Background: an optimization exercise with open tools, aiming at small area. Do not read the settings as production practice. The RTL was checked by simulation tests, not by an equivalence proof against the original design.

<file path="flow/flow/run.sh">
#!/bin/bash
set -euo pipefail
here=$(pwd)
rm -rf "$here/orfs_scripts"
cp -r "$FLOW_HOME/scripts" "$here/orfs_scripts"
cp "$here/flow/abc_area.script" "$here/orfs_scripts/abc_area.script"
export SCRIPTS_DIR="$here/orfs_scripts"
export SYNTH_ARGS="-noabc"
export BUFFER_PORTS_ARGS="-buffer_cell sky130_fd_sc_hd__buf_1"
export CTS_ARGS="-sink_clustering_enable -repair_clock_nets -dont_use_dummy_load -sink_clustering_size 10 -sink_clustering_max_diameter 40 -buf_list sky130_fd_sc_hd__clkbuf_4"
bash standard.sh > standard.log 2>&1
</file>
<file path="flow/flow/abc_area.script">
strash
dc2
dch -f
amap
topo
</file>
<file path="flow/standard.sh">
#!/bin/bash
# synth_recipe.tcl (not shown) runs the flow's synth.tcl, then flattens the netlist and writes it again
# the make line also repeats each setting of config.mk as NAME=value (left out here)
make -C /OpenROAD-flow-scripts/flow DESIGN_CONFIG=/design/flow/config.mk WORK_HOME=/design/flow/orfs CLKGATE_MAP_FILE= SYNTH_SCRIPT=/design/flow/synth_recipe.tcl "${@:-finish}"
</file>
<file path="flow/config.mk">
export PLATFORM = sky130hd
export DESIGN_NAME = ibis_texture_mapper
export DESIGN_NICKNAME = ibis_texture_mapper
export VERILOG_FILES = /design/flow/design.v
export SDC_FILE = /design/flow/constraint.sdc
export NUM_CORES = 4
export LEC_CHECK = 0
export ABC_AREA = 1
export CAP_MARGIN = 20
export CORE_MARGIN = 2
export CORE_UTILIZATION = 55
export GPL_TIMING_DRIVEN = 0
export PLACE_DENSITY = 0.75
export SLEW_MARGIN = 20
</file>
<file path="flow/constraint.sdc">
create_clock -name core_clock -period 10.0 [get_ports {aclk}]
set_input_delay 2.0000 -clock core_clock [delete_from_list [all_inputs] [get_ports {aclk}]]
set_output_delay 2.0000 -clock core_clock [all_outputs]
set_load 0.01 [all_outputs]
</file>
<file path="flow/design.v">
`timescale 1ns / 1ps
`default_nettype none
module ibis_texture_mapper
#(parameter TILE_SIZE_POW2_MAX = 9,
  parameter WIDTH = 11)
 (input wire logic aclk,
  input wire logic aresetn,
  input wire logic enable,
  input wire logic unsigned [6:0] write_registers,
  input wire logic unsigned [WIDTH - 1:0] x,
  input wire logic unsigned [WIDTH - 1:0] y,
  input wire logic unsigned [2:0] texture_power2,
  input wire logic signed [17:0] texture_matrixA,
  input wire logic signed [17:0] texture_matrixB,
  input wire logic signed [17:0] texture_matrixC,
  input wire logic signed [17:0] texture_matrixD,
  input wire logic signed [17:0] texture_translateX,
  input wire logic signed [17:0] texture_translateY,
  output logic unsigned [(TILE_SIZE_POW2_MAX * 2) - 1:0] map_address,
  output logic stencil_test,
  output logic stencil_step,
  output logic ready);
  logic [4:0] r_js;
  always_ff @(posedge aclk) begin
    if(!aresetn) r_js <= 5'b00000;
    else if(enable) r_js <= {r_js[3:0], ~r_js[4]};
  end
  wire ph0 = ~r_js[4] & ~r_js[0];
  wire ph1 =  r_js[0] & ~r_js[1];
  wire ph2 =  r_js[1] & ~r_js[2];
  wire ph3 =  r_js[2] & ~r_js[3];
  wire ph4 =  r_js[3] & ~r_js[4];
  wire ph5 =  r_js[4] &  r_js[0];
  wire ph6 = ~r_js[0] &  r_js[1];
  wire ph7 = ~r_js[1] &  r_js[2];
  wire ph8 = ~r_js[2] &  r_js[3];
  wire ph9 = ~r_js[3] &  r_js[4];
  logic [2:0] r_tp;  
  logic signed [17:0] r_A, r_B, r_C, r_D, r_Tx, r_Ty;
  logic [5:0] r_w;
  wire wr = enable & ph0;
  always_ff @(posedge aclk) begin
    if(!aresetn) begin
      r_tp <= 3'd4;
      r_w <= 6'b0;
    end else begin
      if(wr & write_registers[6]) r_tp <= texture_power2;
      if(wr) r_w <= r_w | write_registers[5:0];
    end
  end
  always_ff @(posedge aclk) begin
    if(wr & write_registers[4]) r_Tx <= texture_translateX;
    if(wr & write_registers[5]) r_Ty <= texture_translateY;
    if(wr & write_registers[0]) r_A <= texture_matrixA;
    if(wr & write_registers[1]) r_B <= texture_matrixB;
    if(wr & write_registers[2]) r_C <= texture_matrixC;
    if(wr & write_registers[3]) r_D <= texture_matrixD;
  end
  wire useT_y = ph2 | ph3 | ph4 | ph6 | ph8;
  wire [17:0] tsel = useT_y ? (r_Ty & {18{r_w[5]}}) : (r_Tx & {18{r_w[4]}});
  logic [9:0] r_xh, r_yh;
  wire [9:0] xyh_n;
  wire tlo_nz = useT_y ? (r_w[5] & |r_Ty[7:0]) : (r_w[4] & |r_Tx[7:0]);
  ibis_tm_rca #(10) u_xyh(.a({1'b0, ph3 ? y[8:0] : x[8:0]}), .b(~tsel[17:8]), .ci(~tlo_nz), .s(xyh_n));
  always_ff @(posedge aclk) begin
    if(enable & ph1) r_xh <= xyh_n;
    if(enable & ph3) r_yh <= xyh_n;
  end
  wire useY = ph2 | ph4 | ph6 | ph8;
  wire hi   = ph3 | ph4 | ph7 | ph8;
  wire start = ph1 | ph5;
  wire [9:0] hv = useY ? r_yh : r_xh;
  wire [10:0] win = hi ? {hv, 1'b0} : {tlo_nz, tlo_nz, tsel[7:0], 1'b0};
  wire selA = enable & (ph1 | ph3);
  wire selB = enable & (ph2 | ph4);
  wire selC = enable & (ph5 | ph7);
  wire selD = enable & (ph6 | ph8);
  wire [17:0] msel = ({18{selA & r_w[0]}} & r_A) | ({18{selB & r_w[1]}} & r_B)
                   | ({18{selC & r_w[2]}} & r_C) | ({18{selD & r_w[3]}} & r_D)
                   | {9'b0, (selA & ~r_w[0]) | (selD & ~r_w[3]), 8'b0};
  logic signed [27:0] r_S;
  logic signed [27:0] acc_in;
  always_comb begin
    if(enable & start) acc_in = 28'sd1 << (17 + r_tp);
    else if(enable & (ph3 | ph7)) acc_in = r_S >>> 8;
    else acc_in = r_S;
  end
  wire [27:0] sum;
  ibis_tm_mac u_mac(.m(msel), .win(win), .flip(~hi), .acc(acc_in), .sum(sum));
  always_ff @(posedge aclk) begin
    r_S <= sum;
  end
  function automatic logic zero_hi(input logic [27:0] h, input logic [2:0] tp);
    logic [7:0] m;
    m = 8'hff << tp;  
    zero_hi = ~|h[27:18] & ~|(h[17:10] & m);
  endfunction
  wire z_S = zero_hi(r_S, r_tp);
  logic [8:0] r_uk;  
  logic r_zu;        
  always_ff @(posedge aclk) begin
    if(enable & ph5) begin
      r_uk <= r_S[16:8];
      r_zu <= z_S;
    end
  end
  wire step_n = ~r_uk[r_tp] & ~r_S[8 + r_tp];  
  logic r_sx, r_sy, r_step;
  always_ff @(posedge aclk) begin
    if(!aresetn) begin
      r_sx <= 1'b0;
      r_sy <= 1'b0;
    end else begin
      if(enable & ph6) r_sx <= r_zu;
      if(enable & ph9) r_sy <= z_S;
    end
  end
  always_ff @(posedge aclk) begin
    if(enable & ph9) r_step <= step_n;
  end
  logic [17:0] r_addr;
  wire [17:0] addr_n;
  wire [8:0] amask = ~(9'h1fc << r_tp);
  wire [17:0] av = {9'b0, r_S[16:8] & amask} << 2;
  wire [17:0] av1 = r_tp[0] ? {av[16:0], 1'b0} : av;
  wire [17:0] av2 = r_tp[1] ? {av1[15:0], 2'b0} : av1;
  wire [17:0] av3 = r_tp[2] ? {av2[13:0], 4'b0} : av2;
  assign addr_n = av3 | {9'b0, r_uk & amask};
  always_ff @(posedge aclk) begin
    if(enable & ph9) r_addr <= addr_n;
  end
  assign map_address = r_addr;
  assign ready = ph9;
  assign stencil_test = r_sx & (ph9 ? z_S : r_sy);
  assign stencil_step = ph9 ? step_n : r_step;
endmodule
module ibis_tm_mac(input wire [17:0] m, input wire [10:0] win, input wire flip, input wire [27:0] acc, output wire [27:0] sum);
  wire [18:0] m1 = {m[17], m};
  wire [18:0] m2 = {m, 1'b0};
  wire neg0 = win[2] ^ flip;
  wire one0 = win[1] ^ win[0];
  wire two0 = (win[2] & ~win[1] & ~win[0]) | (~win[2] & win[1] & win[0]);
  wire [18:0] r0 = ((m1 ^ {19{neg0}}) & {19{one0}}) | ((m2 ^ {19{neg0}}) & {19{two0}});
  wire nz0 = neg0 & (one0 | two0);
  wire neg1 = win[4] ^ flip;
  wire one1 = win[3] ^ win[2];
  wire two1 = (win[4] & ~win[3] & ~win[2]) | (~win[4] & win[3] & win[2]);
  wire [18:0] r1 = ((m1 ^ {19{neg1}}) & {19{one1}}) | ((m2 ^ {19{neg1}}) & {19{two1}});
  wire nz1 = neg1 & (one1 | two1);
  wire neg2 = win[6] ^ flip;
  wire one2 = win[5] ^ win[4];
  wire two2 = (win[6] & ~win[5] & ~win[4]) | (~win[6] & win[5] & win[4]);
  wire [18:0] r2 = ((m1 ^ {19{neg2}}) & {19{one2}}) | ((m2 ^ {19{neg2}}) & {19{two2}});
  wire nz2 = neg2 & (one2 | two2);
  wire neg3 = win[8] ^ flip;
  wire one3 = win[7] ^ win[6];
  wire two3 = (win[8] & ~win[7] & ~win[6]) | (~win[8] & win[7] & win[6]);
  wire [18:0] r3 = ((m1 ^ {19{neg3}}) & {19{one3}}) | ((m2 ^ {19{neg3}}) & {19{two3}});
  wire nz3 = neg3 & (one3 | two3);
  wire neg4 = win[10] ^ flip;
  wire one4 = win[9] ^ win[8];
  wire two4 = (win[10] & ~win[9] & ~win[8]) | (~win[10] & win[9] & win[8]);
  wire [18:0] r4 = ((m1 ^ {19{neg4}}) & {19{one4}}) | ((m2 ^ {19{neg4}}) & {19{two4}});
  wire nz4 = neg4 & (one4 | two4);
  wire t1 = r0[8] ^ r1[6];
  wire t2 = r0[8] & r1[6];
  wire t3 = r0[9] ^ r1[7];
  wire t4 = r0[9] & r1[7];
  wire t5 = r0[10] ^ r1[8];
  wire t6 = r0[10] & r1[8];
  wire t7 = r0[11] ^ r1[9];
  wire t8 = r0[11] & r1[9];
  wire t9 = r0[12] ^ r1[10];
  wire t10 = r0[12] & r1[10];
  wire t11 = r0[13] ^ r1[11];
  wire t12 = r0[13] & r1[11];
  wire t13 = r0[14] ^ r1[12];
  wire t14 = r0[14] & r1[12];
  wire t15 = r0[15] ^ r1[13];
  wire t16 = r0[15] & r1[13];
  wire t17 = r0[16] ^ r1[14];
  wire t18 = r0[16] & r1[14];
  wire t19 = r0[17] ^ r1[15];
  wire t20 = r0[17] & r1[15];
  wire t21 = 1'b1 ^ ~r0[18] ^ r1[16];
  wire t22 = (1'b1 & ~r0[18]) | (1'b1 & r1[16]) | (~r0[18] & r1[16]);
  wire t23 = 1'b1 ^ r1[17];
  wire t24 = 1'b1 & r1[17];
  wire t25 = r0[4] ^ r1[2];
  wire t26 = r0[4] & r1[2];
  wire t27 = r0[5] ^ r1[3];
  wire t28 = r0[5] & r1[3];
  wire t29 = r0[6] ^ r1[4] ^ r2[2];
  wire t30 = (r0[6] & r1[4]) | (r0[6] & r2[2]) | (r1[4] & r2[2]);
  wire t31 = r3[0] ^ nz3;
  wire t32 = r3[0] & nz3;
  wire t33 = r0[7] ^ r1[5] ^ r2[3];
  wire t34 = (r0[7] & r1[5]) | (r0[7] & r2[3]) | (r1[5] & r2[3]);
  wire t35 = r3[1] ^ acc[7];
  wire t36 = r3[1] & acc[7];
  wire t37 = t1 ^ r2[4] ^ r3[2];
  wire t38 = (t1 & r2[4]) | (t1 & r3[2]) | (r2[4] & r3[2]);
  wire t39 = r4[0] ^ nz4 ^ acc[8];
  wire t40 = (r4[0] & nz4) | (r4[0] & acc[8]) | (nz4 & acc[8]);
  wire t41 = t3 ^ r2[5] ^ r3[3];
  wire t42 = (t3 & r2[5]) | (t3 & r3[3]) | (r2[5] & r3[3]);
  wire t43 = r4[1] ^ acc[9] ^ t2;
  wire t44 = (r4[1] & acc[9]) | (r4[1] & t2) | (acc[9] & t2);
  wire t45 = t5 ^ r2[6] ^ r3[4];
  wire t46 = (t5 & r2[6]) | (t5 & r3[4]) | (r2[6] & r3[4]);
  wire t47 = r4[2] ^ acc[10] ^ t4;
  wire t48 = (r4[2] & acc[10]) | (r4[2] & t4) | (acc[10] & t4);
  wire t49 = t7 ^ r2[7] ^ r3[5];
  wire t50 = (t7 & r2[7]) | (t7 & r3[5]) | (r2[7] & r3[5]);
  wire t51 = r4[3] ^ acc[11] ^ t6;
  wire t52 = (r4[3] & acc[11]) | (r4[3] & t6) | (acc[11] & t6);
  wire t53 = t9 ^ r2[8] ^ r3[6];
  wire t54 = (t9 & r2[8]) | (t9 & r3[6]) | (r2[8] & r3[6]);
  wire t55 = r4[4] ^ acc[12] ^ t8;
  wire t56 = (r4[4] & acc[12]) | (r4[4] & t8) | (acc[12] & t8);
  wire t57 = t11 ^ r2[9] ^ r3[7];
  wire t58 = (t11 & r2[9]) | (t11 & r3[7]) | (r2[9] & r3[7]);
  wire t59 = r4[5] ^ acc[13] ^ t10;
  wire t60 = (r4[5] & acc[13]) | (r4[5] & t10) | (acc[13] & t10);
  wire t61 = t13 ^ r2[10] ^ r3[8];
  wire t62 = (t13 & r2[10]) | (t13 & r3[8]) | (r2[10] & r3[8]);
  wire t63 = r4[6] ^ acc[14] ^ t12;
  wire t64 = (r4[6] & acc[14]) | (r4[6] & t12) | (acc[14] & t12);
  wire t65 = t15 ^ r2[11] ^ r3[9];
  wire t66 = (t15 & r2[11]) | (t15 & r3[9]) | (r2[11] & r3[9]);
  wire t67 = r4[7] ^ acc[15] ^ t14;
  wire t68 = (r4[7] & acc[15]) | (r4[7] & t14) | (acc[15] & t14);
  wire t69 = t17 ^ r2[12] ^ r3[10];
  wire t70 = (t17 & r2[12]) | (t17 & r3[10]) | (r2[12] & r3[10]);
  wire t71 = r4[8] ^ acc[16] ^ t16;
  wire t72 = (r4[8] & acc[16]) | (r4[8] & t16) | (acc[16] & t16);
  wire t73 = t19 ^ r2[13] ^ r3[11];
  wire t74 = (t19 & r2[13]) | (t19 & r3[11]) | (r2[13] & r3[11]);
  wire t75 = r4[9] ^ acc[17] ^ t18;
  wire t76 = (r4[9] & acc[17]) | (r4[9] & t18) | (acc[17] & t18);
  wire t77 = t21 ^ r2[14] ^ r3[12];
  wire t78 = (t21 & r2[14]) | (t21 & r3[12]) | (r2[14] & r3[12]);
  wire t79 = r4[10] ^ acc[18] ^ t20;
  wire t80 = (r4[10] & acc[18]) | (r4[10] & t20) | (acc[18] & t20);
  wire t81 = t23 ^ r2[15] ^ r3[13];
  wire t82 = (t23 & r2[15]) | (t23 & r3[13]) | (r2[15] & r3[13]);
  wire t83 = r4[11] ^ acc[19] ^ t22;
  wire t84 = (r4[11] & acc[19]) | (r4[11] & t22) | (acc[19] & t22);
  wire t85 = ~r1[18] ^ r2[16] ^ r3[14];
  wire t86 = (~r1[18] & r2[16]) | (~r1[18] & r3[14]) | (r2[16] & r3[14]);
  wire t87 = r4[12] ^ acc[20] ^ t24;
  wire t88 = (r4[12] & acc[20]) | (r4[12] & t24) | (acc[20] & t24);
  wire t89 = 1'b1 ^ r2[17] ^ r3[15];
  wire t90 = (1'b1 & r2[17]) | (1'b1 & r3[15]) | (r2[17] & r3[15]);
  wire t91 = r4[13] ^ acc[21];
  wire t92 = r4[13] & acc[21];
  wire t93 = ~r2[18] ^ r3[16] ^ r4[14];
  wire t94 = (~r2[18] & r3[16]) | (~r2[18] & r4[14]) | (r3[16] & r4[14]);
  wire t95 = 1'b1 ^ r3[17];
  wire t96 = 1'b1 & r3[17];
  wire t97 = r0[2] ^ r1[0];
  wire t98 = r0[2] & r1[0];
  wire t99 = r0[3] ^ r1[1];
  wire t100 = r0[3] & r1[1];
  wire t101 = t25 ^ r2[0] ^ nz2;
  wire t102 = (t25 & r2[0]) | (t25 & nz2) | (r2[0] & nz2);
  wire t103 = t27 ^ r2[1] ^ acc[5];
  wire t104 = (t27 & r2[1]) | (t27 & acc[5]) | (r2[1] & acc[5]);
  wire t105 = t29 ^ t31 ^ acc[6];
  wire t106 = (t29 & t31) | (t29 & acc[6]) | (t31 & acc[6]);
  wire t107 = t33 ^ t35 ^ t30;
  wire t108 = (t33 & t35) | (t33 & t30) | (t35 & t30);
  wire t109 = t37 ^ t39 ^ t34;
  wire t110 = (t37 & t39) | (t37 & t34) | (t39 & t34);
  wire t111 = t41 ^ t43 ^ t38;
  wire t112 = (t41 & t43) | (t41 & t38) | (t43 & t38);
  wire t113 = t45 ^ t47 ^ t42;
  wire t114 = (t45 & t47) | (t45 & t42) | (t47 & t42);
  wire t115 = t49 ^ t51 ^ t46;
  wire t116 = (t49 & t51) | (t49 & t46) | (t51 & t46);
  wire t117 = t53 ^ t55 ^ t50;
  wire t118 = (t53 & t55) | (t53 & t50) | (t55 & t50);
  wire t119 = t57 ^ t59 ^ t54;
  wire t120 = (t57 & t59) | (t57 & t54) | (t59 & t54);
  wire t121 = t61 ^ t63 ^ t58;
  wire t122 = (t61 & t63) | (t61 & t58) | (t63 & t58);
  wire t123 = t65 ^ t67 ^ t62;
  wire t124 = (t65 & t67) | (t65 & t62) | (t67 & t62);
  wire t125 = t69 ^ t71 ^ t66;
  wire t126 = (t69 & t71) | (t69 & t66) | (t71 & t66);
  wire t127 = t73 ^ t75 ^ t70;
  wire t128 = (t73 & t75) | (t73 & t70) | (t75 & t70);
  wire t129 = t77 ^ t79 ^ t74;
  wire t130 = (t77 & t79) | (t77 & t74) | (t79 & t74);
  wire t131 = t81 ^ t83 ^ t78;
  wire t132 = (t81 & t83) | (t81 & t78) | (t83 & t78);
  wire t133 = t85 ^ t87 ^ t82;
  wire t134 = (t85 & t87) | (t85 & t82) | (t87 & t82);
  wire t135 = t89 ^ t91 ^ t86;
  wire t136 = (t89 & t91) | (t89 & t86) | (t91 & t86);
  wire t137 = t93 ^ acc[22] ^ t90;
  wire t138 = (t93 & acc[22]) | (t93 & t90) | (acc[22] & t90);
  wire t139 = t95 ^ r4[15] ^ acc[23];
  wire t140 = (t95 & r4[15]) | (t95 & acc[23]) | (r4[15] & acc[23]);
  wire t141 = ~r3[18] ^ r4[16] ^ acc[24];
  wire t142 = (~r3[18] & r4[16]) | (~r3[18] & acc[24]) | (r4[16] & acc[24]);
  wire t143 = 1'b1 ^ r4[17];
  wire t144 = 1'b1 & r4[17];
  wire t145 = r0[0] ^ nz0;
  wire t146 = r0[0] & nz0;
  wire t147 = r0[1] ^ acc[1];
  wire t148 = r0[1] & acc[1];
  wire t149 = t97 ^ nz1 ^ acc[2];
  wire t150 = (t97 & nz1) | (t97 & acc[2]) | (nz1 & acc[2]);
  wire t151 = t99 ^ acc[3] ^ t98;
  wire t152 = (t99 & acc[3]) | (t99 & t98) | (acc[3] & t98);
  wire t153 = t101 ^ acc[4] ^ t100;
  wire t154 = (t101 & acc[4]) | (t101 & t100) | (acc[4] & t100);
  wire t155 = t103 ^ t26 ^ t102;
  wire t156 = (t103 & t26) | (t103 & t102) | (t26 & t102);
  wire t157 = t105 ^ t28 ^ t104;
  wire t158 = (t105 & t28) | (t105 & t104) | (t28 & t104);
  wire t159 = t107 ^ t32 ^ t106;
  wire t160 = (t107 & t32) | (t107 & t106) | (t32 & t106);
  wire t161 = t109 ^ t36 ^ t108;
  wire t162 = (t109 & t36) | (t109 & t108) | (t36 & t108);
  wire t163 = t111 ^ t40 ^ t110;
  wire t164 = (t111 & t40) | (t111 & t110) | (t40 & t110);
  wire t165 = t113 ^ t44 ^ t112;
  wire t166 = (t113 & t44) | (t113 & t112) | (t44 & t112);
  wire t167 = t115 ^ t48 ^ t114;
  wire t168 = (t115 & t48) | (t115 & t114) | (t48 & t114);
  wire t169 = t117 ^ t52 ^ t116;
  wire t170 = (t117 & t52) | (t117 & t116) | (t52 & t116);
  wire t171 = t119 ^ t56 ^ t118;
  wire t172 = (t119 & t56) | (t119 & t118) | (t56 & t118);
  wire t173 = t121 ^ t60 ^ t120;
  wire t174 = (t121 & t60) | (t121 & t120) | (t60 & t120);
  wire t175 = t123 ^ t64 ^ t122;
  wire t176 = (t123 & t64) | (t123 & t122) | (t64 & t122);
  wire t177 = t125 ^ t68 ^ t124;
  wire t178 = (t125 & t68) | (t125 & t124) | (t68 & t124);
  wire t179 = t127 ^ t72 ^ t126;
  wire t180 = (t127 & t72) | (t127 & t126) | (t72 & t126);
  wire t181 = t129 ^ t76 ^ t128;
  wire t182 = (t129 & t76) | (t129 & t128) | (t76 & t128);
  wire t183 = t131 ^ t80 ^ t130;
  wire t184 = (t131 & t80) | (t131 & t130) | (t80 & t130);
  wire t185 = t133 ^ t84 ^ t132;
  wire t186 = (t133 & t84) | (t133 & t132) | (t84 & t132);
  wire t187 = t135 ^ t88 ^ t134;
  wire t188 = (t135 & t88) | (t135 & t134) | (t88 & t134);
  wire t189 = t137 ^ t92 ^ t136;
  wire t190 = (t137 & t92) | (t137 & t136) | (t92 & t136);
  wire t191 = t139 ^ t94 ^ t138;
  wire t192 = (t139 & t94) | (t139 & t138) | (t94 & t138);
  wire t193 = t141 ^ t96 ^ t140;
  wire t194 = (t141 & t96) | (t141 & t140) | (t96 & t140);
  wire t195 = t143 ^ acc[25] ^ t142;
  wire t196 = (t143 & acc[25]) | (t143 & t142) | (acc[25] & t142);
  wire t197 = ~r4[18] ^ acc[26] ^ t144;
  wire t198 = (~r4[18] & acc[26]) | (~r4[18] & t144) | (acc[26] & t144);
  wire t199 = 1'b1 ^ acc[27];
  wire t200 = 1'b1 & acc[27];
  wire [27:0] t201 = {t199, t197, t195, t193, t191, t189, t187, t185, t183, t181, t179, t177, t175, t173, t171, t169, t167, t165, t163, t161, t159, t157, t155, t153, t151, t149, t147, t145};
  wire [27:0] t202 = {t198, t196, t194, t192, t190, t188, t186, t184, t182, t180, t178, t176, t174, t172, t170, t168, t166, t164, t162, t160, t158, t156, t154, t152, t150, t148, t146, acc[0]};
  wire fp0_0 = t201[0] ^ t202[0];
  wire fg0_0 = t201[0] & t202[0];
  wire fp0_1 = t201[1] ^ t202[1];
  wire fg0_1 = t201[1] & t202[1];
  wire fp0_2 = t201[2] ^ t202[2];
  wire fg0_2 = t201[2] & t202[2];
  wire fp0_3 = t201[3] ^ t202[3];
  wire fg0_3 = t201[3] & t202[3];
  wire fp0_4 = t201[4] ^ t202[4];
  wire fg0_4 = t201[4] & t202[4];
  wire fp0_5 = t201[5] ^ t202[5];
  wire fg0_5 = t201[5] & t202[5];
  wire fp0_6 = t201[6] ^ t202[6];
  wire fg0_6 = t201[6] & t202[6];
  wire fp0_7 = t201[7] ^ t202[7];
  wire fg0_7 = t201[7] & t202[7];
  wire fp0_8 = t201[8] ^ t202[8];
  wire fg0_8 = t201[8] & t202[8];
  wire fp0_9 = t201[9] ^ t202[9];
  wire fg0_9 = t201[9] & t202[9];
  wire fp0_10 = t201[10] ^ t202[10];
  wire fg0_10 = t201[10] & t202[10];
  wire fp0_11 = t201[11] ^ t202[11];
  wire fg0_11 = t201[11] & t202[11];
  wire fp0_12 = t201[12] ^ t202[12];
  wire fg0_12 = t201[12] & t202[12];
  wire fp0_13 = t201[13] ^ t202[13];
  wire fg0_13 = t201[13] & t202[13];
  wire fp0_14 = t201[14] ^ t202[14];
  wire fg0_14 = t201[14] & t202[14];
  wire fp0_15 = t201[15] ^ t202[15];
  wire fg0_15 = t201[15] & t202[15];
  wire fp0_16 = t201[16] ^ t202[16];
  wire fg0_16 = t201[16] & t202[16];
  wire fp0_17 = t201[17] ^ t202[17];
  wire fg0_17 = t201[17] & t202[17];
  wire fp0_18 = t201[18] ^ t202[18];
  wire fg0_18 = t201[18] & t202[18];
  wire fp0_19 = t201[19] ^ t202[19];
  wire fg0_19 = t201[19] & t202[19];
  wire fp0_20 = t201[20] ^ t202[20];
  wire fg0_20 = t201[20] & t202[20];
  wire fp0_21 = t201[21] ^ t202[21];
  wire fg0_21 = t201[21] & t202[21];
  wire fp0_22 = t201[22] ^ t202[22];
  wire fg0_22 = t201[22] & t202[22];
  wire fp0_23 = t201[23] ^ t202[23];
  wire fg0_23 = t201[23] & t202[23];
  wire fp0_24 = t201[24] ^ t202[24];
  wire fg0_24 = t201[24] & t202[24];
  wire fp0_25 = t201[25] ^ t202[25];
  wire fg0_25 = t201[25] & t202[25];
  wire fp0_26 = t201[26] ^ t202[26];
  wire fg0_26 = t201[26] & t202[26];
  wire fp0_27 = t201[27] ^ t202[27];
  wire fg0_27 = t201[27] & t202[27];
  wire fg_1 = fg0_1 | (fp0_1 & fg0_0);
  wire fpp_1 = fp0_1 & fp0_0;
  wire fg_2 = fg0_3 | (fp0_3 & fg0_2);
  wire fpp_2 = fp0_3 & fp0_2;
  wire fg_3 = fg0_5 | (fp0_5 & fg0_4);
  wire fpp_3 = fp0_5 & fp0_4;
  wire fg_4 = fg0_7 | (fp0_7 & fg0_6);
  wire fpp_4 = fp0_7 & fp0_6;
  wire fg_5 = fg0_9 | (fp0_9 & fg0_8);
  wire fpp_5 = fp0_9 & fp0_8;
  wire fg_6 = fg0_11 | (fp0_11 & fg0_10);
  wire fpp_6 = fp0_11 & fp0_10;
  wire fg_7 = fg0_13 | (fp0_13 & fg0_12);
  wire fpp_7 = fp0_13 & fp0_12;
  wire fg_8 = fg0_15 | (fp0_15 & fg0_14);
  wire fpp_8 = fp0_15 & fp0_14;
  wire fg_9 = fg0_17 | (fp0_17 & fg0_16);
  wire fpp_9 = fp0_17 & fp0_16;
  wire fg_10 = fg0_19 | (fp0_19 & fg0_18);
  wire fpp_10 = fp0_19 & fp0_18;
  wire fg_11 = fg0_21 | (fp0_21 & fg0_20);
  wire fpp_11 = fp0_21 & fp0_20;
  wire fg_12 = fg0_23 | (fp0_23 & fg0_22);
  wire fpp_12 = fp0_23 & fp0_22;
  wire fg_13 = fg0_25 | (fp0_25 & fg0_24);
  wire fpp_13 = fp0_25 & fp0_24;
  wire fg_14 = fg0_27 | (fp0_27 & fg0_26);
  wire fpp_14 = fp0_27 & fp0_26;
  wire fg_15 = fg_2 | (fpp_2 & fg_1);
  wire fpp_15 = fpp_2 & fpp_1;
  wire fg_16 = fg_4 | (fpp_4 & fg_3);
  wire fpp_16 = fpp_4 & fpp_3;
  wire fg_17 = fg_6 | (fpp_6 & fg_5);
  wire fpp_17 = fpp_6 & fpp_5;
  wire fg_18 = fg_8 | (fpp_8 & fg_7);
  wire fpp_18 = fpp_8 & fpp_7;
  wire fg_19 = fg_10 | (fpp_10 & fg_9);
  wire fpp_19 = fpp_10 & fpp_9;
  wire fg_20 = fg_12 | (fpp_12 & fg_11);
  wire fpp_20 = fpp_12 & fpp_11;
  wire fg_21 = fg_14 | (fpp_14 & fg_13);
  wire fpp_21 = fpp_14 & fpp_13;
  wire fg_22 = fg_16 | (fpp_16 & fg_15);
  wire fpp_22 = fpp_16 & fpp_15;
  wire fg_23 = fg_18 | (fpp_18 & fg_17);
  wire fpp_23 = fpp_18 & fpp_17;
  wire fg_24 = fg_20 | (fpp_20 & fg_19);
  wire fpp_24 = fpp_20 & fpp_19;
  wire fg_25 = fg_23 | (fpp_23 & fg_22);
  wire fpp_25 = fpp_23 & fpp_22;
  wire fg_26 = fg_24 | (fpp_24 & fg_25);
  wire fpp_26 = fpp_24 & fpp_25;
  wire fg_27 = fg_17 | (fpp_17 & fg_22);
  wire fpp_27 = fpp_17 & fpp_22;
  wire fg_28 = fg_19 | (fpp_19 & fg_25);
  wire fpp_28 = fpp_19 & fpp_25;
  wire fg_29 = fg_21 | (fpp_21 & fg_26);
  wire fpp_29 = fpp_21 & fpp_26;
  wire fg_30 = fg_3 | (fpp_3 & fg_15);
  wire fpp_30 = fpp_3 & fpp_15;
  wire fg_31 = fg_5 | (fpp_5 & fg_22);
  wire fpp_31 = fpp_5 & fpp_22;
  wire fg_32 = fg_7 | (fpp_7 & fg_27);
  wire fpp_32 = fpp_7 & fpp_27;
  wire fg_33 = fg_9 | (fpp_9 & fg_25);
  wire fpp_33 = fpp_9 & fpp_25;
  wire fg_34 = fg_11 | (fpp_11 & fg_28);
  wire fpp_34 = fpp_11 & fpp_28;
  wire fg_35 = fg_13 | (fpp_13 & fg_26);
  wire fpp_35 = fpp_13 & fpp_26;
  wire fg_36 = fg0_2 | (fp0_2 & fg_1);
  wire fpp_36 = fp0_2 & fpp_1;
  wire fg_37 = fg0_4 | (fp0_4 & fg_15);
  wire fpp_37 = fp0_4 & fpp_15;
  wire fg_38 = fg0_6 | (fp0_6 & fg_30);
  wire fpp_38 = fp0_6 & fpp_30;
  wire fg_39 = fg0_8 | (fp0_8 & fg_22);
  wire fpp_39 = fp0_8 & fpp_22;
  wire fg_40 = fg0_10 | (fp0_10 & fg_31);
  wire fpp_40 = fp0_10 & fpp_31;
  wire fg_41 = fg0_12 | (fp0_12 & fg_27);
  wire fpp_41 = fp0_12 & fpp_27;
  wire fg_42 = fg0_14 | (fp0_14 & fg_32);
  wire fpp_42 = fp0_14 & fpp_32;
  wire fg_43 = fg0_16 | (fp0_16 & fg_25);
  wire fpp_43 = fp0_16 & fpp_25;
  wire fg_44 = fg0_18 | (fp0_18 & fg_33);
  wire fpp_44 = fp0_18 & fpp_33;
  wire fg_45 = fg0_20 | (fp0_20 & fg_28);
  wire fpp_45 = fp0_20 & fpp_28;
  wire fg_46 = fg0_22 | (fp0_22 & fg_34);
  wire fpp_46 = fp0_22 & fpp_34;
  wire fg_47 = fg0_24 | (fp0_24 & fg_26);
  wire fpp_47 = fp0_24 & fpp_26;
  wire fg_48 = fg0_26 | (fp0_26 & fg_35);
  wire fpp_48 = fp0_26 & fpp_35;
  assign sum[0] = fp0_0 ^ 1'b0;
  assign sum[1] = fp0_1 ^ fg0_0;
  assign sum[2] = fp0_2 ^ fg_1;
  assign sum[3] = fp0_3 ^ fg_36;
  assign sum[4] = fp0_4 ^ fg_15;
  assign sum[5] = fp0_5 ^ fg_37;
  assign sum[6] = fp0_6 ^ fg_30;
  assign sum[7] = fp0_7 ^ fg_38;
  assign sum[8] = fp0_8 ^ fg_22;
  assign sum[9] = fp0_9 ^ fg_39;
  assign sum[10] = fp0_10 ^ fg_31;
  assign sum[11] = fp0_11 ^ fg_40;
  assign sum[12] = fp0_12 ^ fg_27;
  assign sum[13] = fp0_13 ^ fg_41;
  assign sum[14] = fp0_14 ^ fg_32;
  assign sum[15] = fp0_15 ^ fg_42;
  assign sum[16] = fp0_16 ^ fg_25;
  assign sum[17] = fp0_17 ^ fg_43;
  assign sum[18] = fp0_18 ^ fg_33;
  assign sum[19] = fp0_19 ^ fg_44;
  assign sum[20] = fp0_20 ^ fg_28;
  assign sum[21] = fp0_21 ^ fg_45;
  assign sum[22] = fp0_22 ^ fg_34;
  assign sum[23] = fp0_23 ^ fg_46;
  assign sum[24] = fp0_24 ^ fg_26;
  assign sum[25] = fp0_25 ^ fg_47;
  assign sum[26] = fp0_26 ^ fg_35;
  assign sum[27] = fp0_27 ^ fg_48;
endmodule
module ibis_tm_rca #(parameter N = 10)
 (input wire logic [N - 1:0] a,
  input wire logic [N - 1:0] b,
  input wire logic ci,
  output logic [N - 1:0] s);
  wire [N:0] c;
  assign c[0] = ci;
  for(genvar i = 0; i < N; i++) begin: g_bit
    assign s[i] = a[i] ^ b[i] ^ c[i];
    assign c[i + 1] = (a[i] & b[i]) | (a[i] & c[i]) | (b[i] & c[i]);
  end
endmodule
</file>
==> reports/metrics.csv, run 1 <==
metric,value,unit
status,finished clean,
"slowest stage delay, CP",0.77,ns
Vias per Instance,6.30,
Die Height,152,um
multiplexer share of the synthesized area,0,%
HPWL Detailed,24000,um
CTS H-tree depth,1,
Worst EP required,10.54,ns
DR WL/cell,19.8,um
DRC errors left,0,
"FFs w/ async S/R, synth",0,%
crit-path most repeated cell,nand2_1,
"Hold Vio Cnt, Final",0,
DRT Pass-1 Iters,6,
xor and xnor area share after synthesis,0,%
Reg2Reg Depth,39,
Post-Place Cell Area,0.0132,sq mm
die area,0.0231,sq mm
Crit. End Element,flop,
post-route ant nets,0,
Synth Area in Adders,21.1,%
# port buffers,159,
# placed instances,1510,
Arrival @ worst endpoint,9.76,ns
final-report max-slew violation count,0,
CTS buffer count,29,
Setup Buffers After CTS,0,
"wirelength, routed",30500,um
worst-path fanout max,20,
largest family of logic cells by synthesized area,compound AO/OA/AOI/OAI gates,
top-count cell post-synth,o22ai_1,
CTS tree,built,
worst hold stages,0,
Post-Synth Simple-Gate Area,7.27,%
Post-synth EDFFs,157,
Final GP Congestion,0.955,
DR iter-0 viols,754,
clk sink count,201,
die width,152,um
CP Class,reg -> reg,
Worst-Skew Late Latency,0.68,ns
compound-gate portion of the synthesized area,21.6,%
post-synthesis register bit count,201,
Initial Util,55.7,%
Total GRT Usage,26.2,%
Setup Viol. Count Final,0,
Nets,1551,
RSZ-0062 raised after global routing,false,
Netlist cell types,40,
first-pass GRT wire length,49500,um
Worst Slack Setup Final,0.780,ns
Syn Area/Cell,11.4,sq um
setup slack at placement,-0.276,ns
ratio of cells with drive above 1 in the final layout,5.63,%
Area Growth Syn to Fin,11.8,%
Worst slew margin,27.8,%
Worst setup SP type,flop,
final instance area,0.0135,sq mm
Commonest cells post-synth,"187 x o22ai_1, 157 x edfxtp_1, 116 x clkinv_1, 98 x fa_1, 90 x nor2_1",
worst-margin pin slew,1.08,ns
Max Cap Viol,0,
"Cell Count, Final, Fillers Out",1542,
row cnt,54,
Yosys top cell by area,edfxtp_1,
Worst Skew,0.0775,ns
area of the core,0.0217,sq mm
post-synthesis sequential area ratio,46.4,%
post-layout min period,9.22,ns
Ports,164,
Synth Flop Type,edfxtp_1,
Area contributors post-synth,"edfxtp_1 39%, fa_1 16%, o22ai_1 9.7%",
Fin Hold WS,0.450,ns
Synth warnings,1,
Worst-path clk slew,0.08,ns
R2R Setup Slk,0.78,ns
initial antenna violation count,1,
Root Driver,clkbuf_4,
Gate Count Post-Synth,1057,
# fillers,1783,
total vias in the final route,9717,
post-synth net total,1345,
Slowest cell on crit path,clkinv_1,
number of global-route vias before repair,9527,
fmax,108,MHz
Post-Synthesis Cell Area,0.0121,sq mm
pin count of the biggest net entering global routing,29,
Final Core Density,62.2,%
worst min-delay path class,reg -> reg,
Yosys top cell area share,39.1,%
Setup TNS Final,0,ns
Tcrit/Tclk final,92.2,%
Clock Path Buffers,3,
total gr overflow,0,
==> critical path, delay by kind of cell, from the launching register on <==
kind	cells	cell delay, ns
fa+ha+maj	5	2.32
simple gates	23	3.11
buf+inv	4	1.79
compound gates	7	1.51
flops	1	0.38
==> final timing paths <==
kind,start,to
hold / removal,r_uk[1],r_addr[1]
hold reg to reg,r_uk[1],r_addr[1]
setup / recovery,r_js[3],r_S[27]
setup reg to reg,r_js[3],r_S[27]
==> timing repair <==
action,CTS,global route
setup endpoints to repair,0,6
hold buffers,0,0
gates resized for setup,0,7
==> final cells by class <==
| type | instances | area, sq um | area share, % |
|---|---|---|---|
| tap | 280 | 350 | 2.60 |
| timing repair buffer | 173 | 758 | 5.62 |
| sequential | 201 | 5600 | 41.4 |
| antenna | 1 | 2.50 | 0.0185 |
| timing repair inverter | 2 | 10.0 | 0.0741 |
| multi-input combinational | 740 | 6120 | 45.4 |
| inverter | 116 | 443 | 3.28 |
| clock buffer | 29 | 218 | 1.61 |
==> metal layers <==
| metal | wire (um) | track usage, % | part of all wire [%] | vias to the layer above |
|---|---|---|---|---|
| met1 | 13600 | 37.9 | 44 | 4624 |
| met4 | 796 | 6.59 | 2.6 | 0 |
| li1 | - | - | - | 4540 |
| met2 | 13900 | 42.0 | 45 | 481 |
| met5 | 0 | 0 | 0 | - |
| met3 | 2300 | 4.29 | 7.5 | 72 |
==> state kept, by name, summed over array words and instances (netlist names), 3 cells and up <==
signal  flops
r_yh       10
r_addr     18
r_C        18
r_Ty       18
r_Tx       18
r_w         6
r_A        18
r_xh       10
r_js        5
r_D        18
r_tp        3
r_S        28
r_uk        9
r_B        18
==> cell usage in the layout (no fill, tap or decap), drive strengths merged, types with 43 or more instances in the layout <==
| master | count |
|---|---|
| buf | 173 |
| clkinv | 114 |
| dfxtp | 44 |
| edfxtp | 157 |
| fa | 98 |
| ha | 47 |
| nand2 | 43 |
| nor2 | 90 |
| o21ai | 56 |
| o22ai | 187 |
==> logic make-up (layout without fill, tap and decap cells) <==
| group | count (synthesis) | after routing |
|---|---|---|
| compound gates | 395 | 395 |
| flops | 201 | 201 |
| simple gates | 200 | 200 |
| fa+ha+maj | 145 | 145 |
| buf+inv | 116 | 320 |
| other cells | 0 | 1 |
==> inputs of run 2 (changes only) <==
--- a/flow/config.mk
+++ b/flow/config.mk
@@ -9,6 +9,5 @@
 export CAP_MARGIN = 20
 export CORE_MARGIN = 2
 export CORE_UTILIZATION = 55
-export GPL_TIMING_DRIVEN = 0
 export PLACE_DENSITY = 0.75
 export SLEW_MARGIN = 20
==> reports/metrics.csv, run 2 <==
metric,value,unit,change
status,finished clean,,
Arrival @ worst endpoint,9.53,ns,-0.23 ns
CTS tree,built,,
Gate Count Post-Synth,1057,,unchanged
RSZ-0062 raised after global routing,false,,
worst hold stages,0,,unchanged
hold_buf cts,0,,unchanged
DRC errors left,0,,unchanged
Yosys top cell area share,39.1,%,unchanged
Post-Synthesis Cell Area,0.0121,sq mm,unchanged
Root Driver,clkbuf_4,,
Crit. End Element,flop,,
Hold Crit Start,r_S[11],,
"commonest non-fill, non-tap cells in the layout","187 x o22ai_1, 159 x buf_1, 157 x edfxtp_1",,
worst-margin pin slew,1.06,ns,-0.0220 ns
DR iter-0 viols,812,,+7.7%
"most common cell after layout, fill and taps aside",o22ai_1,,
clk sink count,201,,unchanged
die width,152,um,unchanged
Setup TNS Final,0,ns,unchanged
Fin Hold WS,0.441,ns,-0.00958 ns
Total GRT Usage,26.1,%,-0.13 points
CTS H-tree depth,1,,unchanged
Setup Buffers After CTS,0,,unchanged
top cell family by delay on the critical path,simple AND/OR/NAND/NOR gates,,
Final GP Congestion,0.974,,+2.0%
start of the worst register-to-register path,r_js[0],,
met2 wire length,13200,um,-4.5%
"wirelength, routed",29900,um,-2.0%
# fillers,1757,,-1.5%
Slowest cell on crit path,a221oi_1,,
largest reg by FF count,r_S,,
worst-path fanout max,18,,-10%
Post-synth EDFFs,157,,unchanged
Max Cap Viol,0,,unchanged
Tcrit/Tclk final,90.2,%,-2.0 points
Netlist cell types,40,,unchanged
top-count cell post-synth,o22ai_1,,
initial antenna violation count,1,,unchanged
"slowest stage delay, CP",0.81,ns,+0.04 ns
post-synth net total,1345,,unchanged
Register Area,0.00560,sq mm,unchanged
post-synthesis sequential area ratio,46.4,%,unchanged
Synth warnings,1,,unchanged
Vias per Instance,6.20,,-1.6%
Worst-Skew Late Latency,0.73,ns,+0.05 ns
Yosys top cell by area,edfxtp_1,,
uppermost layer routed,met4,,
R2R Setup Slk,1.01,ns,+0.23 ns
die area,0.0231,sq mm,unchanged
Worst Skew,0.151,ns,+0.0734 ns
Setup Viol. Count Final,0,,unchanged
Area Growth Syn to Fin,11.6,%,
Commonest cells post-synth,"187 x o22ai_1, 157 x edfxtp_1, 116 x clkinv_1, 98 x fa_1, 90 x nor2_1",,
Nets,1565,,+0.90%
post_cts resized,0,,unchanged
CP Class,in -> reg,,
first-pass GRT wire length,49100,um,-0.73%
final instance area,0.0135,sq mm,-0.19%
Ports,164,,unchanged
Synth Flop Type,edfxtp_1,,
"Hold Vio Cnt, Final",0,,unchanged
number of global-route vias before repair,9416,,-1.2%
reg2reg end,r_S[27],,
ratio of cells with drive above 1 in the final layout,5.02,%,-0.61 points
Reg2Reg Depth,39,,unchanged
Clock Path Buffers,3,,unchanged
DRT Pass-1 Iters,5,,-1
HPWL Detailed,23500,um,-2.1%
Post-Route M1 WL,13200,um,-2.5%
worst min-delay path class,reg -> reg,,
Die Height,152,um,unchanged
Worst setup SP type,primary input,,
"FFs w/ async S/R, synth",0,%,unchanged
Syn Area/Cell,11.4,sq um,unchanged
total vias in the final route,9648,,-0.71%
post-synthesis register bit count,201,,unchanged
pin count of the biggest net entering global routing,29,,unchanged
post-layout min period,9.02,ns,-0.201 ns
max reg flops,28,,unchanged
Area contributors post-synth,"edfxtp_1 39%, fa_1 16%, o22ai_1 9.7%",,
Initial Util,55.7,%,unchanged
Worst-path clk slew,0.09,ns,about the same
end of the worst hold path,r_uk[3],,
Post-Place Cell Area,0.0133,sq mm,+0.15%
Worst slew margin,28.9,%,+1.1 points
# port buffers,159,,unchanged
post-route ant nets,0,,unchanged
Worst EP required,10.51,ns,-0.03 ns
CTS buffer count,28,,-3.4%
area of the core,0.0217,sq mm,unchanged
final-report max-slew violation count,0,,unchanged
fmax,111,MHz,+2.2%
row cnt,54,,unchanged
total gr overflow,0,,unchanged
WL met3,2770,um,+20%
number of buffers and inverters on the critical path,4,,unchanged
multi-input logic area,0.00605,sq mm,-1.2%
DR WL/cell,19.2,um,-2.9%
==> run 2: changes by cell type in the layout (fill, tap and decap cells not counted), moves of 3 or more <==
cell / previous run / this run
buf_4: 3 / 31
buf_6: 7 / 0
buf_8: 4 / 0
nor2_1: 84 / 90
nor2_2: 6 / 0
nor2b_1: 5 / 8
o221ai_1: 6 / 9
o221ai_2: 3 / 0
==> run 2: worst max path at each step <==
stage,startpoint,to,depth (start not counted)
2_1_floorplan,r_js[2],r_S[27],36
3_5_place_dp,enable,r_S[27],41
6_report,enable,r_S[27],41
4_1_cts,enable,r_S[27],41
5_1_grt,r_js[0],r_S[27],43
3_3_place_gp,enable,r_S[27],41
==> run 2: cells by family after synthesis <==
family	share of synthesized area, %
simple gates	7.27
flops	46.4
fa+ha+maj	21.1
buf+inv	3.61
compound gates	21.6
==> run 2: per-stage QoR <==
stage | util, % | setup slack (ns) | cells
2_1_floorplan | - | 1.33 | 1057
3_5_place_dp | 61.2 | 0.477 | 1527
4_1_cts | 62.1 | 1.07 | 1555
5_1_grt | 62.1 | 0.0638 | 1556
3_3_place_gp | 61.2 | 0.666 | 1527
6_report | 62.1 | 0.981 | 1556
==> run 2: layout make-up <==
type,instances,share of cell area (%)
diodes,1,0.0186
clock buffers,28,1.56
inverters,116,3.23
multi-input cells,740,44.9
flip-flops and latches,201,41.5
well taps,280,2.60
repair buffers,190,6.16
==> run 2: per-layer routing <==
layer / vias up / global-route usage, %
met5: - / 0
met4: 0 / 6.76
met3: 49 / 5.23
met2: 486 / 40.1
met1: 4549 / 38.5
li1: 4564 / -
==> inputs of run 3 (changes only) <==
--- a/flow/config.mk
+++ b/flow/config.mk
@@ -9,5 +9,6 @@
 export CAP_MARGIN = 20
 export CORE_MARGIN = 2
 export CORE_UTILIZATION = 55
+export GPL_ROUTABILITY_DRIVEN = 0
 export PLACE_DENSITY = 0.75
 export SLEW_MARGIN = 20
==> reports/metrics.csv, run 3 <==
metric,value,unit,change
status,finished clean,,
Setup TNS Final,0,ns,unchanged
top-count cell post-synth,o22ai_1,,
Clock Path Buffers,3,,unchanged
CTS tree,built,,
first-pass GRT wire length,48000,um,-2.2%
RSZ-0062 raised after global routing,false,,
final-report max-slew violation count,0,,unchanged
Slowest cell on crit path,nand2_1,,
DR WL/cell,19.0,um,-1.2%
Initial Util,55.7,%,unchanged
Nets,1563,,-0.13%
Arrival @ worst endpoint,9.59,ns,+0.06 ns
Netlist cell types,40,,unchanged
worst-margin pin slew,1.01,ns,-0.0530 ns
max reg flops,28,,unchanged
fmax,110,MHz,-0.42%
die area,0.0231,sq mm,unchanged
pin count of the biggest net entering global routing,29,,unchanged
number of global-route vias before repair,9552,,+1.4%
Gate Count Post-Synth,1057,,unchanged
HPWL Detailed,23100,um,-1.7%
"Hold Vio Cnt, Final",0,,unchanged
Crit. End Element,flop,,
Yosys top cell area share,39.1,%,unchanged
Synth warnings,1,,unchanged
"most common cell after layout, fill and taps aside",o22ai_1,,
"slowest stage delay, CP",0.69,ns,-0.12 ns
worst-path fanout max,18,,unchanged
Total GRT Usage,25.3,%,-0.76 points
Worst setup SP type,flop,,
post-route ant nets,0,,unchanged
DR iter-0 viols,806,,-0.74%
Vias per Instance,6.26,,+0.95%
Worst-Skew Late Latency,0.70,ns,-0.03 ns
post-synthesis register bit count,201,,unchanged
Setup Buffers After CTS,0,,unchanged
largest reg by FF count,r_S,,
CTS buffer count,27,,-3.6%
worst hold stages,0,,unchanged
DRC errors left,0,,unchanged
Area contributors post-synth,"edfxtp_1 39%, fa_1 16%, o22ai_1 9.7%",,
Tcrit/Tclk final,90.6,%,+0.38 points
Synth Flop Type,edfxtp_1,,
Worst EP required,10.53,ns,+0.02 ns
post-synth net total,1345,,unchanged
Syn Area/Cell,11.4,sq um,unchanged
Setup Viol. Count Final,0,,unchanged
post-synthesis sequential area ratio,46.4,%,unchanged
Fin Hold WS,0.467,ns,+0.0261 ns
CP Class,reg -> reg,,
Ports,164,,unchanged
Commonest cells post-synth,"187 x o22ai_1, 157 x edfxtp_1, 116 x clkinv_1, 98 x fa_1, 90 x nor2_1",,
"commonest non-fill, non-tap cells in the layout","187 x o22ai_1, 159 x buf_1, 157 x edfxtp_1",,
Die Height,152,um,unchanged
ratio of cells with drive above 1 in the final layout,4.87,%,-0.15 points
# placed instances,1526,,-0.065%
Worst slew margin,32.5,%,+3.6 points
post_cts resized,0,,unchanged
die width,152,um,unchanged
Area Growth Syn to Fin,11.5,%,
CTS H-tree depth,1,,unchanged
"wirelength, routed",29500,um,-1.3%
Worst-path clk slew,0.11,ns,+0.02 ns
Worst Skew,0.0991,ns,-0.0518 ns
"FFs w/ async S/R, synth",0,%,unchanged
post-layout min period,9.06,ns,+0.0379 ns
hold_buf cts,0,,unchanged
"Cell Count, Final, Fillers Out",1554,,-0.13%
Root Driver,clkbuf_4,,
initial antenna violation count,1,,unchanged
area of the core,0.0217,sq mm,unchanged
Post-Synthesis Cell Area,0.0121,sq mm,unchanged
Final Core Density,62.1,%,-0.069 points
Reg2Reg Depth,41,,+5.1%
crit-path most repeated cell,nand2_1,,
worst min-delay path class,reg -> reg,,
total vias in the final route,9727,,+0.82%
Yosys top cell by area,edfxtp_1,,
DRT Pass-1 Iters,8,,+3
row cnt,54,,unchanged
Post-synth EDFFs,157,,unchanged
# port buffers,159,,unchanged
clk sink count,201,,unchanged
Max Cap Viol,0,,unchanged
total gr overflow,0,,unchanged
run 3: changes by cell type in the layout (fill, tap and decap cells not counted), sizes merged:
cell,delta
clkbuf,-1
buf,-1
run 3: layout make-up:
| class | count | area, sq um |
|---|---|---|
| Tap cell | 280 | 350 |
| Clock buffer | 27 | 203 |
| Antenna cell | 1 | 2.50 |
| Sequential cell | 201 | 5600 |
| Fill cell | 1721 | 8230 |
| Timing Repair Buffer | 189 | 822 |
| Multi-Input combinational cell | 740 | 6050 |
| Inverter | 116 | 435 |
run 3: stage by stage:
step | instance area [sq um] | setup WS (ns)
after floorplan | 12100 | 1.33
after global placement | 13300 | 0.807
after detailed placement | 13300 | 0.607
after CTS | 13500 | 1.05
after global routing | 13500 | 0.254
final | 13500 | 0.943
run 3: metal layers:
metal	up-vias	routed length (um)	GRT usage [%]
met1	4553	12700	36.5
met5	-	0	0
li1	4547	-	-
met3	70	2900	5.35
met4	0	707	6.19
met2	557	13200	39.9
run 3: cell families (layout without fill, tap and decap cells):
family	count (synthesis)	in the layout	synth area share [%]
adders and majority gates	145	145	21.1
buffers and inverters	116	332	3.61
AOI/OAI and AO/OA	395	395	21.6
other	0	1	0
DFF	201	201	46.4
and+or+nand+nor	200	200	7.27
run 3: path summary, 6_finish.rpt:
| kind | slack, ns | start | end |
|---|---|---|---|
| setup / recovery | 0.94 | r_js[2] | r_S[27] |
| hold / removal | 0.47 | r_uk[0] | r_addr[0] |
| setup reg to reg | 0.94 | r_js[2] | r_S[27] |
| hold reg to reg | 0.47 | r_uk[0] | r_addr[0] |
run 3: worst max-delay path, delay by kind of cell, from the launching register on:
family / cells / cell delay (ns)
adders and majority gates: 5 / 1.92
DFF: 1 / 0.36
AOI/OAI and AO/OA: 9 / 1.76
buffers and inverters: 4 / 1.50
and+or+nand+nor: 23 / 3.37
==> inputs of run 4 (changes only) <==
==> flow/flow/run.sh (replaced) <==
#!/bin/bash
set -euo pipefail
here=$(pwd)
rm -rf "$here/orfs_scripts"
cp -r "$FLOW_HOME/scripts" "$here/orfs_scripts"
cp "$here/flow/abc_area.script" "$here/orfs_scripts/abc_area.script"
export SCRIPTS_DIR="$here/orfs_scripts"
export SYNTH_ARGS="-noabc"
export BUFFER_PORTS_ARGS="-buffer_cell sky130_fd_sc_hd__buf_1"
export CTS_ARGS="-sink_clustering_enable -repair_clock_nets -dont_use_dummy_load -sink_clustering_size 20 -sink_clustering_max_diameter 60 -buf_list sky130_fd_sc_hd__clkbuf_8"
bash standard.sh > standard.log 2>&1
--- a/flow/config.mk
+++ b/flow/config.mk
@@ -9,6 +9,5 @@
 export CAP_MARGIN = 20
 export CORE_MARGIN = 2
 export CORE_UTILIZATION = 55
-export GPL_ROUTABILITY_DRIVEN = 0
 export PLACE_DENSITY = 0.75
 export SLEW_MARGIN = 20
==> reports/metrics.csv, run 4 <==
metric,value,unit,change
Synth warnings,1,,unchanged
status,finished clean,,
GR Layer Usage met1,38.8,%,+2.2 points
Synth Flop Type,edfxtp_1,,
row cnt,54,,unchanged
Initial Util,55.7,%,unchanged
DR WL/cell,19.2,um,+1.0%
R2R Setup Slk,1.14,ns,+0.20 ns
worst min-delay path class,reg -> reg,,
Arrival @ worst endpoint,9.56,ns,-0.03 ns
Worst EP required,10.38,ns,-0.15 ns
worst-margin pin slew,1.07,ns,+0.0620 ns
RSZ-0062 raised after global routing,false,,
Setup TNS Final,0,ns,unchanged
Area contributors post-synth,"edfxtp_1 39%, fa_1 16%, o22ai_1 9.7%",,
# port buffers,159,,unchanged
Gate Count Post-Synth,1057,,unchanged
largest reg by FF count,r_S,,
clk sink count,201,,unchanged
area of the core,0.0217,sq mm,unchanged
Area Growth Syn to Fin,11.6,%,about the same
DRT Pass-1 Iters,5,,-3
hold_buf cts,0,,unchanged
CP Class,in -> reg,,
Yosys top cell area share,39.1,%,unchanged
Worst-Skew Late Latency,0.52,ns,-0.18 ns
Worst Skew,0.0720,ns,-0.0270 ns
Final GP Congestion,0.974,,
Yosys top cell by area,edfxtp_1,,
top-count cell post-synth,o22ai_1,,
# fillers,1738,,+0.99%
Max Cap Viol,0,,unchanged
Worst setup SP type,primary input,,
number of global-route vias before repair,9361,,-2.0%
Vias per Instance,6.22,,-0.59%
Syn Area/Cell,11.4,sq um,unchanged
Post-synth EDFFs,157,,unchanged
Worst slew margin,28.3,%,-4.2 points
"commonest non-fill, non-tap cells in the layout","187 x o22ai_1, 159 x buf_1, 157 x edfxtp_1",,
post-route ant nets,0,,unchanged
M2 GR Usage,40.1,%,+0.26 points
Clock Path Buffers,3,,unchanged
"Cell Count, Final, Fillers Out",1542,,-0.77%
DRC errors left,0,,unchanged
reg2reg end,r_S[27],,
CTS buffer count,15,,-44%
Reg2Reg Depth,43,,+4.9%
Die Height,152,um,unchanged
"FFs w/ async S/R, synth",0,%,unchanged
# placed instances,1527,,+0.066%
Setup Viol. Count Final,0,,unchanged
die area,0.0231,sq mm,unchanged
pin count of the biggest net entering global routing,29,,unchanged
die width,152,um,unchanged
"wirelength, routed",29600,um,+0.25%
start of the worst register-to-register path,r_js[0],,
total gr overflow,0,,unchanged
post-synthesis sequential area ratio,46.4,%,unchanged
final instance area,0.0135,sq mm,about the same
Post-Synthesis Cell Area,0.0121,sq mm,unchanged
Post-Place Cell Area,0.0133,sq mm,about the same
max reg flops,28,,unchanged
post_cts resized,0,,unchanged
fmax,109,MHz,-1.4%
Slowest cell on crit path,a221oi_1,,
ratio of cells with drive above 1 in the final layout,4.04,%,-0.83 points
CP Launch Point,enable,,
Tcrit/Tclk final,91.8,%,+1.3 points
Nets,1552,,-0.70%
grt peak-use layer,met2,,
worst-path fanout max,18,,unchanged
first-pass GRT wire length,48900,um,+2.0%
Worst Setup EP,r_S[27],,
Setup Buffers After CTS,0,,unchanged
"slowest stage delay, CP",0.83,ns,+0.14 ns
Commonest cells post-synth,"187 x o22ai_1, 157 x edfxtp_1, 116 x clkinv_1, 98 x fa_1, 90 x nor2_1",,
met3 usage,4.47,%,-0.88 points
"Hold Vio Cnt, Final",0,,unchanged
Ports,164,,unchanged
CTS H-tree depth,1,,unchanged
Netlist cell types,40,,unchanged
CTS tree,built,,
HPWL Detailed,23500,um,+1.7%
post-synthesis register bit count,201,,unchanged
Root Driver,clkbuf_8,,
initial antenna violation count,0,,-1
DR iter-0 viols,696,,-14%
post-synth net total,1345,,unchanged
Ant. Diodes,0,,-1
Worst-path clk slew,0.08,ns,-0.03 ns
final-report max-slew violation count,0,,unchanged
total vias in the final route,9595,,-1.4%
post-layout min period,9.18,ns,+0.127 ns
"most common cell after layout, fill and taps aside",o22ai_1,,
Total GRT Usage,26.0,%,+0.65 points
Crit. End Element,flop,,
-- run 4: worst max-delay path, delay by kind of cell --
| kind | cells | cell delay [ns] |
|---|---|---|
| AOI/OAI and AO/OA | 9 | 2.17 |
| adders and majority gates | 5 | 1.91 |
| buffers and inverters | 4 | 0.99 |
| and+or+nand+nor | 23 | 2.45 |
-- run 4: metal layers --
layer,routed length [um],up-vias
li1,-,4532
met3,2620,45
met4,693,0
met5,0,-
met2,13300,483
met1,13000,4535
-- run 4: cell type report --
cell class	count	area [sq um]	area share [%]
Multi-Input combinational cell	740	6050	44.9
Sequential cell	201	5600	41.5
Timing Repair Buffer	190	830	6.16
Inverter	116	435	3.23
Tap cell	280	350	2.60
Clock buffer	15	206	1.53
-- run 4: kinds of logic after synthesis --
| logic type | Yosys count | share of synthesized area (%) |
|---|---|---|
| compound gates | 395 | 21.6 |
| flops | 201 | 46.4 |
| simple gates | 200 | 7.27 |
| fa+ha+maj | 145 | 21.1 |
| buf+inv | 116 | 3.61 |
-- run 4: how the worst min path moves through the flow --
stage	cells past startpoint	end	slack [ns]	startpoint
2_1_floorplan	0	r_addr[0]	0.43	r_uk[0]
3_3_place_gp	0	r_addr[1]	0.44	r_uk[1]
3_5_place_dp	0	r_addr[1]	0.45	r_uk[1]
4_1_cts	0	r_addr[1]	0.47	r_uk[1]
5_1_grt	0	r_addr[1]	0.49	r_uk[1]
6_report	0	r_addr[1]	0.46	r_uk[1]
-- run 4: stage by stage --
stage / hold slack (ns) / utilization (%) / setup WS (ns)
2_1_floorplan: 0.427 / - / 1.33
3_3_place_gp: 0.437 / 61.2 / 0.666
3_5_place_dp: 0.449 / 61.2 / 0.477
4_1_cts: 0.468 / 62.1 / 0.912
5_1_grt: 0.490 / 62.1 / 0.0879
6_report: 0.463 / 62.1 / 0.816
==> inputs of run 5 (changes only) <==
==> flow/flow/run.sh (replaced) <==
#!/bin/bash
set -euo pipefail
here=$(pwd)
rm -rf "$here/orfs_scripts"
cp -r "$FLOW_HOME/scripts" "$here/orfs_scripts"
cp "$here/flow/abc_area.script" "$here/orfs_scripts/abc_area.script"
export SCRIPTS_DIR="$here/orfs_scripts"
export SYNTH_ARGS="-noabc"
export BUFFER_PORTS_ARGS="-buffer_cell sky130_fd_sc_hd__buf_1"
export CTS_ARGS="-sink_clustering_enable -repair_clock_nets -dont_use_dummy_load -sink_clustering_size 30 -sink_clustering_max_diameter 80 -buf_list sky130_fd_sc_hd__clkbuf_16"
bash standard.sh > standard.log 2>&1
==> reports/metrics.csv, run 5 <==
metric,value,unit,change
status,finished clean,,
Worst setup SP type,primary input,,
multi-input logic area,0.00605,sq mm,unchanged
Gate Count Post-Synth,1057,,unchanged
Nets,1549,,-0.19%
Register Area,0.00560,sq mm,unchanged
Final GP Congestion,0.974,,unchanged
Slowest cell on crit path,a221oi_1,,
die width,152,um,unchanged
Vias per Instance,6.26,,+0.58%
clk sink count,201,,unchanged
Total GRT Usage,26.0,%,+0.070 points
WL met3,2810,um,+7.2%
Tcrit/Tclk final,91.8,%,about the same
DRC errors left,0,,unchanged
final-report max-slew violation count,0,,unchanged
RSZ-0062 raised after global routing,false,,
Root Driver,clkbuf_16,,
post-layout min period,9.18,ns,-0.00434 ns
Setup TNS Final,0,ns,unchanged
ratio of cells with drive above 1 in the final layout,3.81,%,-0.23 points
Area Growth Syn to Fin,12.4,%,
Arrival @ worst endpoint,9.56,ns,about the same
DR iter-0 viols,808,,+16%
Post-Synthesis Cell Area,0.0121,sq mm,unchanged
Post-Place Cell Area,0.0133,sq mm,unchanged
Die Height,152,um,unchanged
Netlist cell types,40,,unchanged
DRT Pass-1 Iters,6,,+1
"Cell Count, Final, Fillers Out",1539,,-0.19%
Worst slew margin,30.5,%,+2.2 points
# placed instances,1527,,unchanged
Setup Buffers After CTS,0,,unchanged
Commonest cells post-synth,"187 x o22ai_1, 157 x edfxtp_1, 116 x clkinv_1, 98 x fa_1, 90 x nor2_1",,
Clock Path Buffers,3,,unchanged
DR WL/cell,19.4,um,+0.96%
"Hold Vio Cnt, Final",0,,unchanged
HPWL Detailed,23500,um,unchanged
CP Class,in -> reg,,
pin count of the biggest net entering global routing,31,,+6.9%
hold_buf cts,0,,unchanged
final instance area,0.0136,sq mm,+0.70%
Worst Skew,0.0618,ns,-0.0102 ns
Max Cap Viol,0,,unchanged
total vias in the final route,9632,,+0.39%
Worst-Skew Late Latency,0.49,ns,-0.03 ns
Syn Area/Cell,11.4,sq um,unchanged
largest reg by FF count,r_S,,
row cnt,54,,unchanged
post-synthesis sequential area ratio,46.4,%,unchanged
CTS tree,built,,
Worst Slack Setup Final,0.820,ns,+0.00434 ns
"most common cell after layout, fill and taps aside",o22ai_1,,
first-pass GRT wire length,49000,um,+0.14%
worst-path fanout max,18,,unchanged
initial antenna violation count,0,,unchanged
"commonest non-fill, non-tap cells in the layout","187 x o22ai_1, 159 x buf_1, 157 x edfxtp_1",,
area of the core,0.0217,sq mm,unchanged
Fin Hold WS,0.465,ns,+0.00183 ns
post_cts resized,0,,unchanged
Synth Flop Type,edfxtp_1,,
fmax,109,MHz,about the same
Post-Route M1 WL,12900,um,-0.14%
Synth warnings,1,,unchanged
# fillers,1737,,-0.058%
setup slack at placement,0.477,ns,unchanged
Yosys top cell by area,edfxtp_1,,
"wirelength, routed",29800,um,+0.76%
"slowest stage delay, CP",0.85,ns,+0.02 ns
Yosys top cell area share,39.1,%,unchanged
Area contributors post-synth,"edfxtp_1 39%, fa_1 16%, o22ai_1 9.7%",,
Crit. End Element,flop,,
Worst EP required,10.38,ns,about the same
Post-synth EDFFs,157,,unchanged
# port buffers,159,,unchanged
"FFs w/ async S/R, synth",0,%,unchanged
CTS H-tree depth,1,,unchanged
post-synth net total,1345,,unchanged
CTS buffer count,12,,-3
post-synthesis register bit count,201,,unchanged
uppermost layer routed,met4,,
post-route ant nets,0,,unchanged
worst-margin pin slew,1.04,ns,-0.0323 ns
die area,0.0231,sq mm,unchanged
Worst-path clk slew,0.09,ns,about the same
Ant. Diodes,0,,unchanged
total gr overflow,0,,unchanged
max reg flops,28,,unchanged
worst min-delay path class,reg -> reg,,
met2 wire length,13400,um,+0.77%
Ports,164,,unchanged
Setup Viol. Count Final,0,,unchanged
Final Core Density,62.5,%,+0.43 points
top-count cell post-synth,o22ai_1,,
Initial Util,55.7,%,unchanged
number of global-route vias before repair,9351,,-0.11%
run 5: cell counts after synthesis:
Identical to the previous run, type by type.
run 5: path summary, 6_finish.rpt:
check,from,to,slack [ns],cells past startpoint
worst min-delay path,r_uk[1],r_addr[1],0.47,0
worst max-delay path,enable,r_S[27],0.82,41
worst max register to register,r_js[0],r_S[27],1.15,43
worst min register to register,r_uk[1],r_addr[1],0.47,0
run 5: cell type report:
| type | count | area share, % |
|---|---|---|
| well taps | 280 | 2.58 |
| multi-input cells | 740 | 44.6 |
| flip-flops and latches | 201 | 41.3 |
| clock buffers | 12 | 2.21 |
| repair buffers | 190 | 6.12 |
| inverters | 116 | 3.21 |
run 5: kinds of logic after synthesis:
family,share of synthesized area [%]
and+or+nand+nor,7.27
AOI/OAI and AO/OA,21.6
buffers and inverters,3.61
adders and majority gates,21.1
DFF,46.4
run 5: critical path: cells and delay by family:
| kind | cells | cell delay [ns] |
|---|---|---|
| fa+ha+maj | 5 | 1.81 |
| buf+inv | 5 | 1.05 |
| simple gates | 23 | 2.47 |
| compound gates | 8 | 2.23 |
run 5: routing by layer:
| metal | vias to the layer above | global-route usage, % |
|---|---|---|
| li1 | 4528 | - |
| met1 | 4557 | 38.7 |
| met2 | 505 | 40.4 |
| met3 | 42 | 4.92 |
| met4 | 0 | 5.96 |
| met5 | - | 0 |

==> port drivers added, routing unchanged <==
The results above use ideal ports. As a check the final layouts listed here were re-extracted and re-timed, cells and wires unchanged.
Step 1 sets driving cells, clkbuf_16 on the clock port and buf_2 on the other inputs (assumed; they add their load-dependent delay and slew).
Step 2 adds t to the input delays and takes it off the output delays; t is the mean of the earliest and latest rising clock arrival at the registers after step 1. Input paths then give back, and output paths get back, about the clock's delay inside the block.
Slacks: no drivers / after step 1 / after step 2; pairs: no drivers / after step 1.
run	shift t [ns]	setup WS [ns]	worst register clock-pin slew, ns
run 1	0.687	0.780 / 0.780 / 0.174	0.11 / 0.11
run 2	0.696	0.981 / 1.003 / 0.307	0.11 / 0.11
run 3	0.690	0.943 / 0.943 / 0.374	0.11 / 0.11
run 4	0.525	0.816 / 0.841 / 0.316	0.11 / 0.11
run 5	0.499	0.820 / 0.844 / 0.344	0.11 / 0.11
After both steps every run listed still meets setup and hold. For run 2, which loses most, drivers alone change the setup slack by +0.022 ns; drivers and shift together by -0.674 ns.
